What follows belongs to an exercise in optimizing a design on an open flow for small area and a short achievable clock period; a production flow would make more cautious choices.
RTL that was checked went through simulation tests only; none was proved equivalent to the original.
No driver is modelled on the clock port, so clock power and skew are understated where the tree is cut down; a real chip needs a root buffer or a tree.
Power figures rest on the tool's default switching activity, not on a simulated workload.

==> module mul_radix2, before the edit <==
module mul_radix2 #(
    parameter int BIT_WIDTH = 32
) (
    input  logic        clk,
    input  logic        rst,
    input  logic        start,
    input  logic [3:0]  data_in,
    output logic [3:0]  data_out,
    output logic        data_out_valid,
    output logic        result_complete,
    output logic        ready
);
    logic [2:0]  m;
    wire  s_idle = (ready & ~m[0]) | result_complete;
    wire  s_one  = ready & m[0];
    wire  s_recv = ~ready & ~data_out_valid;               
    wire  s_step = data_out_valid & ~result_complete;      
    always_ff @(posedge clk) begin
        if (rst) begin
            ready           <= 1'b1;
            data_out_valid  <= 1'b0;
            result_complete <= 1'b0;
            m               <= 3'd0;
        end else if (s_idle) begin
            ready           <= 1'b1;
            data_out_valid  <= 1'b0;
            result_complete <= 1'b0;
            m               <= {2'd0, start};
        end else if (s_one) begin
            ready           <= 1'b0;
            m               <= 3'd0;
        end else if (s_recv) begin
            if (m == 3'd7) data_out_valid <= 1'b1;
            m <= m + 3'd1;
        end else begin
            if (m == 3'd6) result_complete <= 1'b1;
            m <= m + 3'd1;
        end
    end
    wire a_en  = ~((s_recv & m[2] & m[1]) | s_step);
    wire stepn = (s_recv & m[2] & m[1]) | (s_step & ~(m[2] & m[1]));
    logic [31:0] a_n;      
    logic [27:0] s_reg;    
    logic [12:0] k_reg;    
    logic [1:0]  k0;       
    logic        one0, two0, neg0, one1, two1, neg1;
    wire xm1   = neg1;
    wire [2:0] g0 = {data_in[1], data_in[0], xm1};
    wire [2:0] g1 = {data_in[3], data_in[2], data_in[1]};
    wire n_one0 = stepn & (g0[1] ^ g0[0]);
    wire n_two0 = stepn & ((g0[2] & ~g0[1] & ~g0[0]) | (~g0[2] & g0[1] & g0[0]));
    wire n_neg0 = stepn & g0[2];
    wire n_one1 = stepn & (g1[1] ^ g1[0]);
    wire n_two1 = stepn & ((g1[2] & ~g1[1] & ~g1[0]) | (~g1[2] & g1[1] & g1[0]));
    wire n_neg1 = stepn & g1[2];
    wire [32:0] a_ext = {~a_n, 1'b0};
    always_ff @(posedge clk) begin
        if (a_en)
            a_n <= {~data_in, a_n[31:4]};
        one0 <= n_one0; two0 <= n_two0; neg0 <= n_neg0;
        one1 <= n_one1; two1 <= n_two1; neg1 <= n_neg1;
    end
    logic [31:0] r0, r1;
    always_comb begin
        for (int i = 0; i < 32; i++)
            r0[i] = ((one0 & a_ext[i+1]) | (two0 & a_ext[i])) ^ neg0;
        r1[0] = neg1;
        r1[1] = neg1;
        for (int i = 2; i < 32; i++)
            r1[i] = ((one1 & a_ext[i-1]) | (two1 & a_ext[i-2])) ^ neg1;
    end
    wire [31:0] x, yc;
    for (genvar i = 0; i < 28; i++) begin : g_csa
        mul_radix2_fa u_fa (.a(s_reg[i]), .b(r0[i]), .c(r1[i]), .s(x[i]), .co(yc[i]));
    end
    for (genvar i = 28; i < 31; i++) begin : g_csa_top
        mul_radix2_ha u_ha (.a(r0[i]), .b(r1[i]), .s(x[i]), .co(yc[i]));
    end
    assign x[31]  = r0[31] ^ r1[31];
    assign yc[31] = 1'b0;               
    wire [31:0] y  = {yc[30:0], neg1};      
    wire [5:0] nib = {2'd0, x[3:0]} + {2'd0, y[3:0]} + {4'd0, k0} + {5'd0, neg0}
                   + {3'd0, k_reg[0], 2'd0};
    wire [31:4] sum;
    wire [13:0] bc;                         
    wire [13:0] bm;                         
    for (genvar j = 0; j < 12; j++) begin : g_blk
        mul_radix2_fa u_lo (.a(x[2*j+4]), .b(y[2*j+4]), .c(k_reg[j+1]), .s(sum[2*j+4]), .co(bm[j]));
        mul_radix2_fa u_hi (.a(x[2*j+5]), .b(y[2*j+5]), .c(bm[j]), .s(sum[2*j+5]), .co(bc[j]));
    end
    mul_radix2_ha u_lo12 (.a(x[28]), .b(y[28]), .s(sum[28]), .co(bm[12]));
    mul_radix2_fa u_hi12 (.a(x[29]), .b(y[29]), .c(bm[12]), .s(sum[29]), .co(bc[12]));
    mul_radix2_ha u_lo13 (.a(x[30]), .b(y[30]), .s(sum[30]), .co(bm[13]));
    assign sum[31] = x[31] ^ y[31] ^ bm[13];
    assign bc[13]  = 1'b0;              
    always_ff @(posedge clk) begin
        s_reg    <= sum[31:4];
        k_reg    <= bc[12:0];
        k0       <= nib[5:4];
        data_out <= nib[3:0];
    end
endmodule
export LEC_CHECK = 0
export ABC_AREA = 1
export CAP_MARGIN = 20
export CORE_MARGIN = 2
export CORE_UTILIZATION = 60
export SLEW_MARGIN = 20
export SYNTH_HIERARCHICAL = 1
export SYNTH_MINIMUM_KEEP_SIZE = 0
create_clock -name core_clock -period 10.0 [get_ports {clk}]
standard.sh (not shown) runs the stock make flow with config.mk's settings and CLKGATE_MAP_FILE= SYNTH_SCRIPT=/design/flow/synth_recipe.tcl, a recipe that flattens the netlist after the stock synthesis.
==> flow/flow/run.sh <==
#!/bin/bash
# The standard layout (standard.sh) with three changes:
#  - the port buffers are plain buf_2 cells;
#  - the clock tree is flat: after CTS, flow/cts_post.tcl replaces the H-tree with
#    four clkbuf_16, one per quarter of the flip-flops, all driven by the clock port;
#  - repair_timing aims for a setup slack of 7.25 ns; the CTS step's own repair is
#    skipped and run in cts_post.tcl once the flat tree is in place.
# Each tool's output goes to the logs standard.sh writes under orfs/logs; the make
# output goes to flow_standard.log.
set -euo pipefail
export BUFFER_PORTS_ARGS="-buffer_cell sky130_fd_sc_hd__buf_2"
export CTS_ARGS="-sink_clustering_enable -repair_clock_nets -dont_use_dummy_load -buf_list sky130_fd_sc_hd__clkbuf_8"
export SETUP_SLACK_MARGIN=7.25
export SKIP_CTS_REPAIR_TIMING=1
export POST_CTS_TCL="$(pwd)/flow/cts_post.tcl"
bash standard.sh > flow_standard.log 2>&1
Other scripts of this flow, unchanged in this note and not shown: flow/flow/cts_post.tcl
Rerun with:
--- a/flow/design.v
+++ b/flow/design.v
@@ -10,33 +10,47 @@
     output logic        result_complete,
     output logic        ready
 );
     logic [2:0]  m;
-    wire  s_idle = (ready & ~m[0]) | result_complete;
-    wire  s_one  = ready & m[0];
-    wire  s_recv = ~ready & ~data_out_valid;               
-    wire  s_step = data_out_valid & ~result_complete;      
+    logic        st_r, st_v, st_c;
+    wire  s_idle = (st_r & ~m[0]) | st_c;
+    wire  s_one  = st_r & m[0];
+    wire  s_recv = ~st_r & ~st_v;                          
+    wire  s_step = st_v & ~st_c;                           
+    logic       st_r_d, st_v_d, st_c_d;
+    logic [2:0] m_d;
+    always_comb begin
+        st_r_d = st_r;
+        st_v_d = st_v;
+        st_c_d = st_c;
+        m_d    = m + 3'd1;
+        if (rst) begin
+            st_r_d = 1'b1;
+            st_v_d = 1'b0;
+            st_c_d = 1'b0;
+            m_d    = 3'd0;
+        end else if (s_idle) begin
+            st_r_d = 1'b1;
+            st_v_d = 1'b0;
+            st_c_d = 1'b0;
+            m_d    = {2'd0, start};
+        end else if (s_one) begin
+            st_r_d = 1'b0;
+            m_d    = 3'd0;
+        end else if (s_recv) begin
+            if (m == 3'd7) st_v_d = 1'b1;
+        end else begin
+            if (m == 3'd6) st_c_d = 1'b1;
+        end
+    end
     always_ff @(posedge clk) begin
-        if (rst) begin
-            ready           <= 1'b1;
-            data_out_valid  <= 1'b0;
-            result_complete <= 1'b0;
-            m               <= 3'd0;
-        end else if (s_idle) begin
-            ready           <= 1'b1;
-            data_out_valid  <= 1'b0;
-            result_complete <= 1'b0;
-            m               <= {2'd0, start};
-        end else if (s_one) begin
-            ready           <= 1'b0;
-            m               <= 3'd0;
-        end else if (s_recv) begin
-            if (m == 3'd7) data_out_valid <= 1'b1;
-            m <= m + 3'd1;
-        end else begin
-            if (m == 3'd6) result_complete <= 1'b1;
-            m <= m + 3'd1;
-        end
+        st_r            <= st_r_d;
+        st_v            <= st_v_d;
+        st_c            <= st_c_d;
+        m               <= m_d;
+        ready           <= st_r_d;
+        data_out_valid  <= st_v_d;
+        result_complete <= st_c_d;
     end
     wire a_en  = ~((s_recv & m[2] & m[1]) | s_step);
     wire stepn = (s_recv & m[2] & m[1]) | (s_step & ~(m[2] & m[1]));
     logic [31:0] a_n;      
=> Routed wire length rose by 3.2%. Final area rises by 1.7%. Clock power hardly moves. Via count grows by 2.2%. Total power stays flat. Register-to-register slack got worse by 60 ps.
No functional check of the RTL was part of the second run of this note. No run of this note takes its clock network from TritonCTS; it comes from the design's own scripts or RTL.

* * *

Setup of lagoon:
The RTL this note starts from:
==> flow/design.v <==
module mul_radix2 #(
    parameter int BIT_WIDTH = 32
) (
    input  logic        clk,
    input  logic        rst,
    input  logic        start,
    input  logic [3:0]  data_in,
    output logic [3:0]  data_out,
    output logic        data_out_valid,
    output logic        result_complete,
    output logic        ready
);
    logic [4:0]  cnt;
    logic [31:0] a_reg;
    logic [27:0] s_reg, c_reg;
    logic        cin;
    wire idle = (cnt == 5'd0);
    wire step = cnt[4] | (cnt[3] & (cnt[2:0] != 3'd0));    
    wire a_en = ~cnt[4] & ~cnt[3];                         
    always_ff @(posedge clk) begin
        if (rst)
            cnt <= 5'd0;
        else if (idle)
            cnt <= {4'd0, start};
        else if (cnt[4])
            cnt <= 5'd0;
        else
            cnt <= cnt + 5'd1;
    end
    logic        d3;                  
    logic        one0, two0, neg0, one1, two1, neg1;
    logic [3:0]  lr0;                 
    logic [1:0]  lr1;                 
    wire stepn = ~cnt[4] & cnt[3];                         
    wire xm1   = d3 & (cnt[2:0] != 3'd0);                  
    wire [2:0] g0 = {data_in[1], data_in[0], xm1};
    wire [2:0] g1 = {data_in[3], data_in[2], data_in[1]};
    wire n_one0 = stepn & (g0[1] ^ g0[0]);
    wire n_two0 = stepn & ((g0[2] & ~g0[1] & ~g0[0]) | (~g0[2] & g0[1] & g0[0]));
    wire n_neg0 = stepn & g0[2];
    wire n_one1 = stepn & (g1[1] ^ g1[0]);
    wire n_two1 = stepn & ((g1[2] & ~g1[1] & ~g1[0]) | (~g1[2] & g1[1] & g1[0]));
    wire n_neg1 = stepn & g1[2];
    wire [32:0] a_ext = {a_reg, 1'b0};
    logic [3:0] n_lr0;
    logic [1:0] n_lr1;
    always_comb begin
        for (int i = 0; i < 4; i++)
            n_lr0[i] = ((n_one0 & a_ext[i+1]) | (n_two0 & a_ext[i])) ^ n_neg0;
        for (int i = 2; i < 4; i++)
            n_lr1[i-2] = ((n_one1 & a_ext[i-1]) | (n_two1 & a_ext[i-2])) ^ n_neg1;
    end
    always_ff @(posedge clk) begin
        if (a_en)
            a_reg <= {data_in, a_reg[31:4]};
        d3   <= data_in[3];
        one0 <= n_one0; two0 <= n_two0; neg0 <= n_neg0;
        one1 <= n_one1; two1 <= n_two1; neg1 <= n_neg1;
        lr0  <= n_lr0;
        lr1  <= n_lr1;
    end
    logic [31:0] r0, r1;
    always_comb begin
        r0[3:0] = lr0;
        for (int i = 4; i < 32; i++)
            r0[i] = ((one0 & a_ext[i+1]) | (two0 & a_ext[i])) ^ neg0;
        r1[0] = neg1;
        r1[1] = neg1;
        r1[3:2] = lr1;
        for (int i = 4; i < 32; i++)
            r1[i] = ((one1 & a_ext[i-1]) | (two1 & a_ext[i-2])) ^ neg1;
    end
    wire [31:0] s_in = {4'd0, s_reg};
    wire [31:0] c_in = {4'd0, c_reg};
    wire [31:0] x  = s_in ^ c_in ^ r0;
    wire [31:0] yc = (s_in & c_in) | (s_in & r0) | (c_in & r0);
    wire [31:0] y  = {yc[30:0], neg0};
    wire [31:0] s1 = x ^ y ^ r1;
    wire [31:0] cc = (x & y) | (x & r1) | (y & r1);
    wire [31:0] c1 = {cc[30:0], neg1};
    wire [4:0] nib = {1'b0, s1[3:0]} + {1'b0, c1[3:0]} + {4'd0, cin};
    always_ff @(posedge clk) begin
        s_reg    <= s1[31:4];
        c_reg    <= c1[31:4];
        cin      <= nib[4];
        data_out <= nib[3:0];
    end
    always_ff @(posedge clk) begin
        if (rst) begin
            ready           <= 1'b1;
            data_out_valid  <= 1'b0;
            result_complete <= 1'b0;
        end else begin
            ready           <= idle;
            data_out_valid  <= step;
            result_complete <= cnt[4];
        end
    end
endmodule
==> flow/config.mk <==
export PLATFORM = sky130hd
export DESIGN_NAME = mul_radix2
export DESIGN_NICKNAME = mul_radix2
export VERILOG_FILES = /design/flow/design.v
export SDC_FILE = /design/flow/constraint.sdc
export NUM_CORES = 4
export LEC_CHECK = 0
export CAP_MARGIN = 20
export CORE_MARGIN = 2
export CORE_UTILIZATION = 60
export CTS_BUF_LIST = sky130_fd_sc_hd__clkbuf_8
export CTS_CLUSTER_DIAMETER = 100
export CTS_CLUSTER_SIZE = 40
export SLEW_MARGIN = 20
==> flow/constraint.sdc <==
create_clock -name core_clock -period 10.0 [get_ports {clk}]
set_input_delay 2.0000 -clock core_clock [delete_from_list [all_inputs] [get_ports {clk}]]
set_output_delay 2.0000 -clock core_clock [all_outputs]
set_load 0.01 [all_outputs]
==> flow/flow/run.sh <==
#!/bin/bash
set -euo pipefail
export BUFFER_PORTS_ARGS="-buffer_cell sky130_fd_sc_hd__buf_2"
export CTS_ARGS="-sink_clustering_enable -repair_clock_nets -dont_use_dummy_load -buf_list sky130_fd_sc_hd__clkbuf_8"
bash standard.sh > flow_standard.log 2>&1
What indigo does differently from lagoon at the input level:
--- a/flow/design.v
+++ b/flow/design.v
@@ -26,14 +26,13 @@
             cnt <= 5'd0;
         else
             cnt <= cnt + 5'd1;
     end
-    logic        d3;                  
     logic        one0, two0, neg0, one1, two1, neg1;
     logic [3:0]  lr0;                 
     logic [1:0]  lr1;                 
     wire stepn = ~cnt[4] & cnt[3];                         
-    wire xm1   = d3 & (cnt[2:0] != 3'd0);                  
+    wire xm1   = neg1;
     wire [2:0] g0 = {data_in[1], data_in[0], xm1};
     wire [2:0] g1 = {data_in[3], data_in[2], data_in[1]};
     wire n_one0 = stepn & (g0[1] ^ g0[0]);
     wire n_two0 = stepn & ((g0[2] & ~g0[1] & ~g0[0]) | (~g0[2] & g0[1] & g0[0]));
@@ -52,9 +51,8 @@
     end
     always_ff @(posedge clk) begin
         if (a_en)
             a_reg <= {data_in, a_reg[31:4]};
-        d3   <= data_in[3];
         one0 <= n_one0; two0 <= n_two0; neg0 <= n_neg0;
         one1 <= n_one1; two1 <= n_two1; neg1 <= n_neg1;
         lr0  <= n_lr0;
         lr1  <= n_lr1;
Results
indigo ran to completion and came out clean on the timing, design-rule and antenna checks.
lagoon | status: complete | timing, DRC, antenna: pass
| parity-gate share of the synthesized area counting xor and xnor cells | indigo vs lagoon | ≈ equal |
Looking at indigo and lagoon, the power drawn by the clock network is a wash.
Max net count after synthesis across indigo and lagoon: indigo
As of indigo, die area had risen slightly compared to lagoon.
Relative area change from synthesis to final layout across indigo and lagoon: no real change.
indigo and lagoon ended up with nearly the same via count of the routed design.
Compared with lagoon, in indigo number of inserted filler cells in the final layout went up; met2 layer usage reported by global route went down; share of power burned in combinational logic went down.
indigo ends up with a share of the core filled with cells that is 0.29 points higher than in lagoon.
The total design power number comes out lower for indigo vs lagoon.
Measured against each other, indigo and lagoon differ in minimum period implied by the final worst setup slack, the lower figure coming from lagoon.

* * *

mul_radix2, a different RTL version from the one above (not shown whole).
Size in the first run: about 430 cells after synthesis, ~5400 um2 of cells after synthesis.
==> module mul_radix2, before the edit <==
module mul_radix2 #(
    parameter int BIT_WIDTH = 32
) (
    input  logic        clk,
    input  logic        rst,
    input  logic        start,
    input  logic [3:0]  data_in,
    output logic [3:0]  data_out,
    output logic        data_out_valid,
    output logic        result_complete,
    output logic        ready
);
    logic [2:0]  m;
    wire  s_idle = (ready & ~m[0]) | result_complete;
    wire  s_one  = ready & m[0];
    wire  s_recv = ~ready & ~data_out_valid;               
    wire  s_step = data_out_valid & ~result_complete;      
    always_ff @(posedge clk) begin
        if (rst) begin
            ready           <= 1'b1;
            data_out_valid  <= 1'b0;
            result_complete <= 1'b0;
            m               <= 3'd0;
        end else if (s_idle) begin
            ready           <= 1'b1;
            data_out_valid  <= 1'b0;
            result_complete <= 1'b0;
            m               <= {2'd0, start};
        end else if (s_one) begin
            ready           <= 1'b0;
            m               <= 3'd0;
        end else if (s_recv) begin
            if (m == 3'd7) data_out_valid <= 1'b1;
            m <= m + 3'd1;
        end else begin
            if (m == 3'd6) result_complete <= 1'b1;
            m <= m + 3'd1;
        end
    end
    wire a_en  = ~((s_recv & m[2] & m[1]) | s_step);
    wire stepn = (s_recv & m[2] & m[1]) | (s_step & ~(m[2] & m[1]));
    logic [31:0] a_n;      
    logic [27:0] s_reg, c_reg;
    logic        cin;
    logic        one0, two0, neg0, one1, two1, neg1;
    logic [3:0]  lr0;                 
    logic [1:0]  lr1;                 
    wire xm1   = neg1;
    wire [2:0] g0 = {data_in[1], data_in[0], xm1};
    wire [2:0] g1 = {data_in[3], data_in[2], data_in[1]};
    wire n_one0 = stepn & (g0[1] ^ g0[0]);
    wire n_two0 = stepn & ((g0[2] & ~g0[1] & ~g0[0]) | (~g0[2] & g0[1] & g0[0]));
    wire n_neg0 = stepn & g0[2];
    wire n_one1 = stepn & (g1[1] ^ g1[0]);
    wire n_two1 = stepn & ((g1[2] & ~g1[1] & ~g1[0]) | (~g1[2] & g1[1] & g1[0]));
    wire n_neg1 = stepn & g1[2];
    wire [32:0] a_ext = {~a_n, 1'b0};
    logic [3:0] n_lr0;
    logic [1:0] n_lr1;
    always_comb begin
        for (int i = 0; i < 4; i++)
            n_lr0[i] = ((n_one0 & a_ext[i+1]) | (n_two0 & a_ext[i])) ^ n_neg0;
        for (int i = 2; i < 4; i++)
            n_lr1[i-2] = ((n_one1 & a_ext[i-1]) | (n_two1 & a_ext[i-2])) ^ n_neg1;
    end
    always_ff @(posedge clk) begin
        if (a_en)
            a_n <= {~data_in, a_n[31:4]};
        one0 <= n_one0; two0 <= n_two0; neg0 <= n_neg0;
        one1 <= n_one1; two1 <= n_two1; neg1 <= n_neg1;
        lr0  <= n_lr0;
        lr1  <= n_lr1;
    end
    logic [31:0] r0, r1;
    always_comb begin
        r0[3:0] = lr0;
        for (int i = 4; i < 32; i++)
            r0[i] = ((one0 & a_ext[i+1]) | (two0 & a_ext[i])) ^ neg0;
        r1[0] = neg1;
        r1[1] = neg1;
        r1[3:2] = lr1;
        for (int i = 4; i < 32; i++)
            r1[i] = ((one1 & a_ext[i-1]) | (two1 & a_ext[i-2])) ^ neg1;
    end
    wire [31:0] s_in = {4'd0, s_reg};
    wire [31:0] c_in = {4'd0, c_reg};
    wire [31:0] x  = s_in ^ c_in ^ r0;
    wire [31:0] yc = (s_in & c_in) | (s_in & r0) | (c_in & r0);
    wire [31:0] y  = {yc[30:0], neg0};
    wire [31:0] s1 = x ^ y ^ r1;
    wire [31:0] cc = (x & y) | (x & r1) | (y & r1);
    wire [31:0] c1 = {cc[30:0], neg1};
    wire [4:0] nib = {1'b0, s1[3:0]} + {1'b0, c1[3:0]} + {4'd0, cin};
    always_ff @(posedge clk) begin
        s_reg    <= s1[31:4];
        c_reg    <= c1[31:4];
        cin      <= nib[4];
        data_out <= nib[3:0];
    end
endmodule
Settings: LEC_CHECK=0, ABC_AREA=1, CAP_MARGIN=20, CORE_MARGIN=2, CORE_UTILIZATION=60, SLEW_MARGIN=20; clock period 10.0 ns.
==> flow/flow/run.sh <==
#!/bin/bash
set -euo pipefail
export BUFFER_PORTS_ARGS="-buffer_cell sky130_fd_sc_hd__buf_2"
export CTS_ARGS="-sink_clustering_enable -repair_clock_nets -dont_use_dummy_load -buf_list sky130_fd_sc_hd__clkbuf_8"
export SETUP_SLACK_MARGIN=7.4
export POST_CTS_TCL="$(pwd)/flow/cts_post.tcl"
bash standard.sh > flow_standard.log 2>&1
Other scripts of this flow, unchanged in this note and not shown: flow/flow/cts_post.tcl
Next try:
--- a/flow/design.v
+++ b/flow/design.v
@@ -43,8 +43,6 @@
     logic [27:0] s_reg, c_reg;
     logic        cin;
     logic        one0, two0, neg0, one1, two1, neg1;
-    logic [3:0]  lr0;                 
-    logic [1:0]  lr1;                 
     wire xm1   = neg1;
     wire [2:0] g0 = {data_in[1], data_in[0], xm1};
     wire [2:0] g1 = {data_in[3], data_in[2], data_in[1]};
@@ -55,31 +53,19 @@
     wire n_two1 = stepn & ((g1[2] & ~g1[1] & ~g1[0]) | (~g1[2] & g1[1] & g1[0]));
     wire n_neg1 = stepn & g1[2];
     wire [32:0] a_ext = {~a_n, 1'b0};
-    logic [3:0] n_lr0;
-    logic [1:0] n_lr1;
-    always_comb begin
-        for (int i = 0; i < 4; i++)
-            n_lr0[i] = ((n_one0 & a_ext[i+1]) | (n_two0 & a_ext[i])) ^ n_neg0;
-        for (int i = 2; i < 4; i++)
-            n_lr1[i-2] = ((n_one1 & a_ext[i-1]) | (n_two1 & a_ext[i-2])) ^ n_neg1;
-    end
     always_ff @(posedge clk) begin
         if (a_en)
             a_n <= {~data_in, a_n[31:4]};
         one0 <= n_one0; two0 <= n_two0; neg0 <= n_neg0;
         one1 <= n_one1; two1 <= n_two1; neg1 <= n_neg1;
-        lr0  <= n_lr0;
-        lr1  <= n_lr1;
     end
     logic [31:0] r0, r1;
     always_comb begin
-        r0[3:0] = lr0;
-        for (int i = 4; i < 32; i++)
+        for (int i = 0; i < 32; i++)
             r0[i] = ((one0 & a_ext[i+1]) | (two0 & a_ext[i])) ^ neg0;
         r1[0] = neg1;
         r1[1] = neg1;
-        r1[3:2] = lr1;
-        for (int i = 4; i < 32; i++)
+        for (int i = 2; i < 32; i++)
             r1[i] = ((one1 & a_ext[i-1]) | (two1 & a_ext[i-2])) ^ neg1;
     end
     wire [31:0] s_in = {4'd0, s_reg};
The changed run completed without violations.
Synthesized cell count goes down by a few percent.
Sequential cell count goes down by 6.
Sequential power goes down by a few percent.
Cell count goes down slightly.
Setup slack is worse by 0.029 ns.
Critical path depth goes up by 4.
Total power goes down by a few percent.
Function not checked in the second run of this note: the RTL went through the layout flow alone. In every run of this note, the design's own scripts or RTL, not TritonCTS, make the clock network.

static timing again, ports no longer ideal:
How much do the figures lean on ideal ports? The routed layouts below were timed once more, with nothing changed but the port constraints. Step 1 (the two cells are an assumption about what drives the block):
set clk [get_ports {clk}]
set_driving_cell -lib_cell sky130_fd_sc_hd__clkbuf_16 $clk
set_driving_cell -lib_cell sky130_fd_sc_hd__buf_2 [delete_from_list [all_inputs] $clk]
Step 2 also shifts input and output timing later by t, the mid clock arrival at the registers, as if the neighbouring blocks saw the same clock. Three values: ideal, step 1, step 2; two values: the first two.
| run | t (ns) | setup WS [ns] | hold WS [ns] | cell pins on the clock port's net |
|---|---|---|---|---|
| the first run of note 1 | 0.233 | 7.318 / 7.236 / 7.347 | 0.466 / 0.466 / 0.466 | 4 |
| the second run of note 1 | 0.233 | 7.289 / 7.218 / 7.289 | 0.491 / 0.491 / 0.491 | 4 |
| lagoon | 0.436 | 7.160 / 7.128 / 6.861 | 0.466 / 0.466 / 0.466 | 1 |
| indigo | 0.444 | 7.146 / 7.113 / 7.037 | 0.480 / 0.480 / 0.480 | 1 |
| the first run of note 3 | 0.247 | 7.365 / 7.283 / 7.166 | 0.472 / 0.472 / 0.472 | 4 |
| the second run of note 3 | 0.238 | 7.336 / 7.305 / 7.336 | 0.466 / 0.466 / 0.466 | 4 |
After both steps every run listed still meets setup and hold. For lagoon, which loses most, drivers alone change the setup slack by -0.032 ns; drivers and shift together by -0.299 ns.
